What follows belongs to an exercise in optimizing a design on an open flow for small area, a short achievable clock period and few clock cycles per item; a production flow would make more cautious choices.
The RTL was checked by simulation tests, not by an equivalence proof against the original design.
Power figures rest on the tool's default switching activity, not on a simulated workload.

==> lagoon <==
## CONV
module CONV (
  output logic        busy,
  output logic [11:0] iaddr,
  output logic        cwr,
  output logic [11:0] caddr_wr,
  output logic [19:0] cdata_wr,
  output logic        crd,
  output logic [11:0] caddr_rd,
  output logic [ 2:0] csel,
  input               clk,
  input               reset,
  input        [19:0] idata,
  input        [19:0] cdata_rd,
  input               ready
);
clock: 9.5 ns
lec_check: 0
abc_clock_period_in_ps: 3000
cap_margin: 20
core_margin: 2
core_utilization: 40
place_density: 0.6
setup_slack_margin: 5
slew_margin: 20
tns_end_percent: 100
run.sh (not shown) runs the stock make flow with config.mk's settings and CLKGATE_MAP_FILE= SYNTH_SCRIPT=/design/flow/synth_recipe.tcl, a recipe that flattens the netlist after the stock synthesis.
==> inputs of maple, as changes to lagoon <==
--- a/flow/design.v
+++ b/flow/design.v
@@ -54,78 +54,63 @@
   assign iaddr = {frow, fk};
   logic fvalid;
   assign fvalid = run & ~fr[6]
                 & ~((fr[5:0] == 6'd0) & (fq == 2'd0))
                 & ~((fr[5:0] == 6'd63) & (fq == 2'd2));
-  logic [19:0] R;
-  always_ff @(posedge clk) R <= fvalid ? idata : 20'd0;
-  logic [6:0] s1r;
-  logic [5:0] s1k;
-  logic [1:0] s1q;
-  always_ff @(posedge clk) begin
-    if (run & ~done) begin
-      s1r <= fr;
-      s1k <= fk;
-      s1q <= fq;
-    end else begin
-      s1r <= 7'd0;
-      s1k <= 6'd0;
-      s1q <= 2'd0;
-    end
-  end
   logic       n_ov;
   logic [5:0] n_ro, n_co;
-  assign n_ov = ~((s1r == 7'd0) & (s1k[5:1] == 5'd0));
-  assign n_ro = (s1k[5:1] == 5'd0) ? s1r[5:0] - 6'd1 : s1r[5:0];
-  assign n_co = s1k - 6'd2;
+  assign n_ov = run & ~done & ~((fr == 7'd0) & (fk[5:1] == 5'd0));
+  assign n_ro = (fk[5:1] == 5'd0) ? fr[5:0] - 6'd1 : fr[5:0];
+  assign n_co = fk - 6'd2;
   logic n_pool;
   assign n_pool = n_ov & n_ro[0];
-  logic       crun;           
   logic [2:0] r0, r1, r2;     
   logic [2:0] pe2;            
   logic       k0, k62;        
   logic [5:0] ro, co;
   logic       cwr_r, crd_r, l1w_r, rdq2;
   logic       e1, e23, e4;    
   logic       last;
   always_ff @(posedge clk or posedge reset) begin
     if (reset) begin
-      crun  <= 1'b0;
       cwr_r <= 1'b0;
       crd_r <= 1'b0;
       l1w_r <= 1'b0;
       last  <= 1'b0;
     end else begin
-      crun  <= run & ~done;
-      cwr_r <= n_ov & ((s1q == 2'd1) | (n_ro[0] & n_co[0] & (s1q == 2'd2)));
-      crd_r <= n_pool & ~n_co[0] & (s1q != 2'd0);
-      l1w_r <= n_pool & n_co[0] & (s1q == 2'd2);
-      last  <= s1r[6] & (s1k == 6'd1) & (s1q == 2'd2);
+      cwr_r <= n_ov & ((fq == 2'd1) | (n_ro[0] & n_co[0] & (fq == 2'd2)));
+      crd_r <= n_pool & ~n_co[0] & (fq != 2'd0);
+      l1w_r <= n_pool & n_co[0] & (fq == 2'd2);
+      last  <= run & ~done & fr[6] & (fk == 6'd1) & (fq == 2'd2);
     end
   end
   always_ff @(posedge clk) begin
-    r0   <= crun ? {r0[1:0], r0[2]} : 3'b001;
-    r1   <= crun ? {r1[1:0], r1[2]} : 3'b001;
-    r2   <= crun ? {r2[1:0], r2[2]} : 3'b001;
-    pe2  <= {s1q == 2'd2, s1q == 2'd1, s1q == 2'd0} & {3{s1k != 6'd0}};
-    k0   <= (s1k == 6'd0);
-    k62  <= (s1k == 6'd62);
+    r0   <= run ? {r0[1:0], r0[2]} : 3'b001;
+    r1   <= run ? {r1[1:0], r1[2]} : 3'b001;
+    r2   <= run ? {r2[1:0], r2[2]} : 3'b001;
+    pe2  <= {fq == 2'd2, fq == 2'd1, fq == 2'd0} & {3{fk != 6'd0}};
+    k0   <= (fk == 6'd0);
+    k62  <= (fk == 6'd62);
     ro   <= n_ro;
     co   <= n_co;
-    rdq2 <= (s1q == 2'd2);
-    e1   <= n_pool & ~n_co[0] & (s1q == 2'd1);
-    e23  <= n_pool & ((~n_co[0] & (s1q == 2'd2)) | (n_co[0] & (s1q == 2'd0)));
-    e4   <= n_pool & n_co[0] & (s1q == 2'd1);
+    rdq2 <= (fq == 2'd2);
+    e1   <= n_pool & ~n_co[0] & (fq == 2'd1);
+    e23  <= n_pool & ((~n_co[0] & (fq == 2'd2)) | (n_co[0] & (fq == 2'd0)));
+    e4   <= n_pool & n_co[0] & (fq == 2'd1);
   end
   assign done = last;
   logic [19:0] P;
-  always_ff @(posedge clk) P <= R;
-  logic [19:0] Pb;
-  assign Pb = {~P[19], P[18:0]};
   logic [21:0] P3;
-  always_ff @(posedge clk) P3 <= {R[19], R, 1'b0} + {{2{R[19]}}, R};
+  logic [21:0] idata3;
+  assign idata3 = {idata[19], idata, 1'b0} + {{2{idata[19]}}, idata};
+  always_ff @(posedge clk) begin
+    P  <= fvalid ? idata : 20'd0;
+    P3 <= fvalid ? idata3 : 22'd0;
+  end
+  logic [19:0] Pb;
   logic [21:0] P3b;
+  assign Pb  = {~P[19], P[18:0]};
   assign P3b = {~P3[21], P3[20:0]};
   localparam logic [37:0] BIASC  = 38'h17ad41b943;
   localparam logic [37:0] BIASC1 = 38'h257f799120;
   localparam logic [37:0] BIASC2 = 38'h26d2896873;
   logic [37:0] S0, C0, S1, C1, S2, C2;
==> flow/flow/run.sh (new file) <==
#!/bin/bash
set -euo pipefail
MARGIN=6
sed "s/SETUP_SLACK_MARGIN=[0-9.]*/SETUP_SLACK_MARGIN=$MARGIN/" standard.sh > standard_margin.sh
bash standard_margin.sh > flow.log 2>&1
==> flow/standard.sh (new file) <==
#!/bin/bash
# synth_recipe.tcl (not shown) runs the flow's synth.tcl, then flattens the netlist and writes it again
# the make line also repeats each setting of config.mk as NAME=value (left out here)
make -C /OpenROAD-flow-scripts/flow DESIGN_CONFIG=/design/flow/config.mk WORK_HOME=/design/flow/orfs CLKGATE_MAP_FILE= SYNTH_SCRIPT=/design/flow/synth_recipe.tcl "${@:-finish}"
- ABC_CLOCK_PERIOD_IN_PS: 3000 -> unset
removed: flow/run.sh
==> inputs of raven, as changes to lagoon <==
--- a/flow/design.v
+++ b/flow/design.v
@@ -54,78 +54,65 @@
   assign iaddr = {frow, fk};
   logic fvalid;
   assign fvalid = run & ~fr[6]
                 & ~((fr[5:0] == 6'd0) & (fq == 2'd0))
                 & ~((fr[5:0] == 6'd63) & (fq == 2'd2));
-  logic [19:0] R;
-  always_ff @(posedge clk) R <= fvalid ? idata : 20'd0;
-  logic [6:0] s1r;
-  logic [5:0] s1k;
-  logic [1:0] s1q;
-  always_ff @(posedge clk) begin
-    if (run & ~done) begin
-      s1r <= fr;
-      s1k <= fk;
-      s1q <= fq;
-    end else begin
-      s1r <= 7'd0;
-      s1k <= 6'd0;
-      s1q <= 2'd0;
-    end
-  end
   logic       n_ov;
   logic [5:0] n_ro, n_co;
-  assign n_ov = ~((s1r == 7'd0) & (s1k[5:1] == 5'd0));
-  assign n_ro = (s1k[5:1] == 5'd0) ? s1r[5:0] - 6'd1 : s1r[5:0];
-  assign n_co = s1k - 6'd2;
+  assign n_ov = run & ~done & ~((fr == 7'd0) & (fk[5:1] == 5'd0));
+  assign n_ro = (fk[5:1] == 5'd0) ? fr[5:0] - 6'd1 : fr[5:0];
+  assign n_co = fk - 6'd2;
   logic n_pool;
   assign n_pool = n_ov & n_ro[0];
-  logic       crun;           
   logic [2:0] r0, r1, r2;     
   logic [2:0] pe2;            
   logic       k0, k62;        
   logic [5:0] ro, co;
   logic       cwr_r, crd_r, l1w_r, rdq2;
+  logic [11:0] waddr;
   logic       e1, e23, e4;    
   logic       last;
   always_ff @(posedge clk or posedge reset) begin
     if (reset) begin
-      crun  <= 1'b0;
       cwr_r <= 1'b0;
       crd_r <= 1'b0;
       l1w_r <= 1'b0;
       last  <= 1'b0;
     end else begin
-      crun  <= run & ~done;
-      cwr_r <= n_ov & ((s1q == 2'd1) | (n_ro[0] & n_co[0] & (s1q == 2'd2)));
-      crd_r <= n_pool & ~n_co[0] & (s1q != 2'd0);
-      l1w_r <= n_pool & n_co[0] & (s1q == 2'd2);
-      last  <= s1r[6] & (s1k == 6'd1) & (s1q == 2'd2);
+      cwr_r <= n_ov & ((fq == 2'd1) | (n_ro[0] & n_co[0] & (fq == 2'd2)));
+      crd_r <= n_pool & ~n_co[0] & (fq != 2'd0);
+      l1w_r <= n_pool & n_co[0] & (fq == 2'd2);
+      last  <= run & ~done & fr[6] & (fk == 6'd1) & (fq == 2'd2);
     end
   end
   always_ff @(posedge clk) begin
-    r0   <= crun ? {r0[1:0], r0[2]} : 3'b001;
-    r1   <= crun ? {r1[1:0], r1[2]} : 3'b001;
-    r2   <= crun ? {r2[1:0], r2[2]} : 3'b001;
-    pe2  <= {s1q == 2'd2, s1q == 2'd1, s1q == 2'd0} & {3{s1k != 6'd0}};
-    k0   <= (s1k == 6'd0);
-    k62  <= (s1k == 6'd62);
+    r0   <= run ? {r0[1:0], r0[2]} : 3'b001;
+    r1   <= run ? {r1[1:0], r1[2]} : 3'b001;
+    r2   <= run ? {r2[1:0], r2[2]} : 3'b001;
+    pe2  <= {fq == 2'd2, fq == 2'd1, fq == 2'd0} & {3{fk != 6'd0}};
+    k0   <= (fk == 6'd0);
+    k62  <= (fk == 6'd62);
     ro   <= n_ro;
     co   <= n_co;
-    rdq2 <= (s1q == 2'd2);
-    e1   <= n_pool & ~n_co[0] & (s1q == 2'd1);
-    e23  <= n_pool & ((~n_co[0] & (s1q == 2'd2)) | (n_co[0] & (s1q == 2'd0)));
-    e4   <= n_pool & n_co[0] & (s1q == 2'd1);
+    rdq2 <= (fq == 2'd2);
+    waddr <= (n_pool & n_co[0] & (fq == 2'd2)) ? {2'b00, n_ro[5:1], n_co[5:1]} : {n_ro, n_co};
+    e1   <= n_pool & ~n_co[0] & (fq == 2'd1);
+    e23  <= n_pool & ((~n_co[0] & (fq == 2'd2)) | (n_co[0] & (fq == 2'd0)));
+    e4   <= n_pool & n_co[0] & (fq == 2'd1);
   end
   assign done = last;
   logic [19:0] P;
-  always_ff @(posedge clk) P <= R;
-  logic [19:0] Pb;
-  assign Pb = {~P[19], P[18:0]};
   logic [21:0] P3;
-  always_ff @(posedge clk) P3 <= {R[19], R, 1'b0} + {{2{R[19]}}, R};
+  logic [21:0] idata3;
+  assign idata3 = {idata[19], idata, 1'b0} + {{2{idata[19]}}, idata};
+  always_ff @(posedge clk) begin
+    P  <= fvalid ? idata : 20'd0;
+    P3 <= fvalid ? idata3 : 22'd0;
+  end
+  logic [19:0] Pb;
   logic [21:0] P3b;
+  assign Pb  = {~P[19], P[18:0]};
   assign P3b = {~P3[21], P3[20:0]};
   localparam logic [37:0] BIASC  = 38'h17ad41b943;
   localparam logic [37:0] BIASC1 = 38'h257f799120;
   localparam logic [37:0] BIASC2 = 38'h26d2896873;
   logic [37:0] S0, C0, S1, C1, S2, C2;
@@ -1255,7 +1242,7 @@
   assign cdata_wr = Y;
   assign cwr      = cwr_r;
   assign crd      = crd_r;
   assign csel     = {1'b0, l1w_r, 1'b1};
   assign caddr_rd = {ro[5:1], 1'b0, co[5:1], rdq2};
-  assign caddr_wr = l1w_r ? {2'b00, ro[5:1], co[5:1]} : {ro, co};
+  assign caddr_wr = waddr;
 endmodule
==> flow/flow/run.sh (new file) <==
#!/bin/bash
set -euo pipefail
MARGIN=6.25
sed "s/SETUP_SLACK_MARGIN=[0-9.]*/SETUP_SLACK_MARGIN=$MARGIN/" standard.sh > standard_margin.sh
bash standard_margin.sh > flow.log 2>&1
==> flow/standard.sh (new file) <==
#!/bin/bash
# synth_recipe.tcl (not shown) runs the flow's synth.tcl, then flattens the netlist and writes it again
# the make line also repeats each setting of config.mk as NAME=value (left out here)
make -C /OpenROAD-flow-scripts/flow DESIGN_CONFIG=/design/flow/config.mk WORK_HOME=/design/flow/orfs CLKGATE_MAP_FILE= SYNTH_SCRIPT=/design/flow/synth_recipe.tcl "${@:-finish}"
- ABC_CLOCK_PERIOD_IN_PS: 3000 -> unset
- CORE_UTILIZATION: 40 -> 55
- PLACE_DENSITY: 0.6 -> 0.72
removed: flow/run.sh
==> qor summary <==
item	lagoon	raven	maple
Status	no timing/DRC/antenna violations	no timing/DRC/antenna violations	no timing/DRC/antenna violations
Lkg Pwr	0.0145 uW	0.0144 uW	0.0138 uW
Largest driver fanout on the critical path	51	4	4
Post-Syn Instances	2839	2805	2799
Post-synthesis compound-gate area fraction	13.9%	14.9%	14.9%
Met1 Use GR	31.7%	41.4%	33.4%
Max IR drop VDD	168 uV	152 uV	139 uV
Placed Area	0.0300 mm^2	0.0292 mm^2	0.0293 mm^2
Post-route design area	0.0317 mm^2	0.0324 mm^2	0.0316 mm^2
Initial Utilization	40.4%	55.6%	40.4%
Distinct cell type count after synthesis	72	80	79
GP Congestion	0.948	0.973	0.960
Antenna cells	0	0	1
Power of the sequential group	3010 uW	2590 uW	2570 uW
Met2 Use GR	34.0%	48.5%	34.9%
Combined global-route utilization of all metal layers	22.3%	31.1%	23.5%
Count of inverters other than clock inverters in the layout	446	449	434
Area share of buffers outside the clock network	3.82%	7.45%	5.53%
Placed wire-length estimate	61800 um	58700 um	63300 um
Switching component of the power	3670 uW	2590 uW	2670 uW
Sum of met2 wire segment lengths after detailed routing	36100 um	37700 um	36300 um
Required arrival time at the worst endpoint	10.00 ns	9.98 ns	7.60 ns
Clock Skew	0.0456 ns	0.0283 ns	0.0277 ns
Critical setup path kind	reg -> reg	in -> reg	reg -> out
Worst hold slack after final layout	0.358 ns	0.406 ns	0.407 ns
Yosys top cell area share	25.0%	24.9%	25.1%
Testbench counts of lagoon, summed over its fixed seeds: cycles 147,540, images 12.
Testbench counts of maple, summed over its fixed seeds: cycles 147,528, images 12.
Testbench counts of raven, summed over its fixed seeds: cycles 147,528, images 12.

-- static timing again, ports no longer ideal --
The results above use ideal ports. As a check the final layouts listed here were re-extracted and re-timed, cells and wires unchanged.
Step 1 assumes that a clkbuf_16 drives the clock port and a buf_2 every other input.
Step 2, shift: input delay + t, output delay - t, t = (earliest + latest rising clock arrival at the registers) / 2. This alone moves slack from input paths to output paths.
a / b / c = ideal / step 1 / step 2; a / b = the first two.
run | shift t [ns] | slack for setup (ns) | worst register clock-pin slew, ns
lagoon | 0.665 | 5.249 / 5.249 / 5.249 | 0.07 / 0.07
maple | 0.643 | 5.926 / 5.861 / 5.320 | 0.07 / 0.07
raven | 0.665 | 6.079 / 6.100 / 5.435 | 0.07 / 0.07
After both steps every run listed still meets setup and hold. The setup slack of raven, which loses most, moves by +0.021 ns with the drivers and by -0.644 ns with both steps.
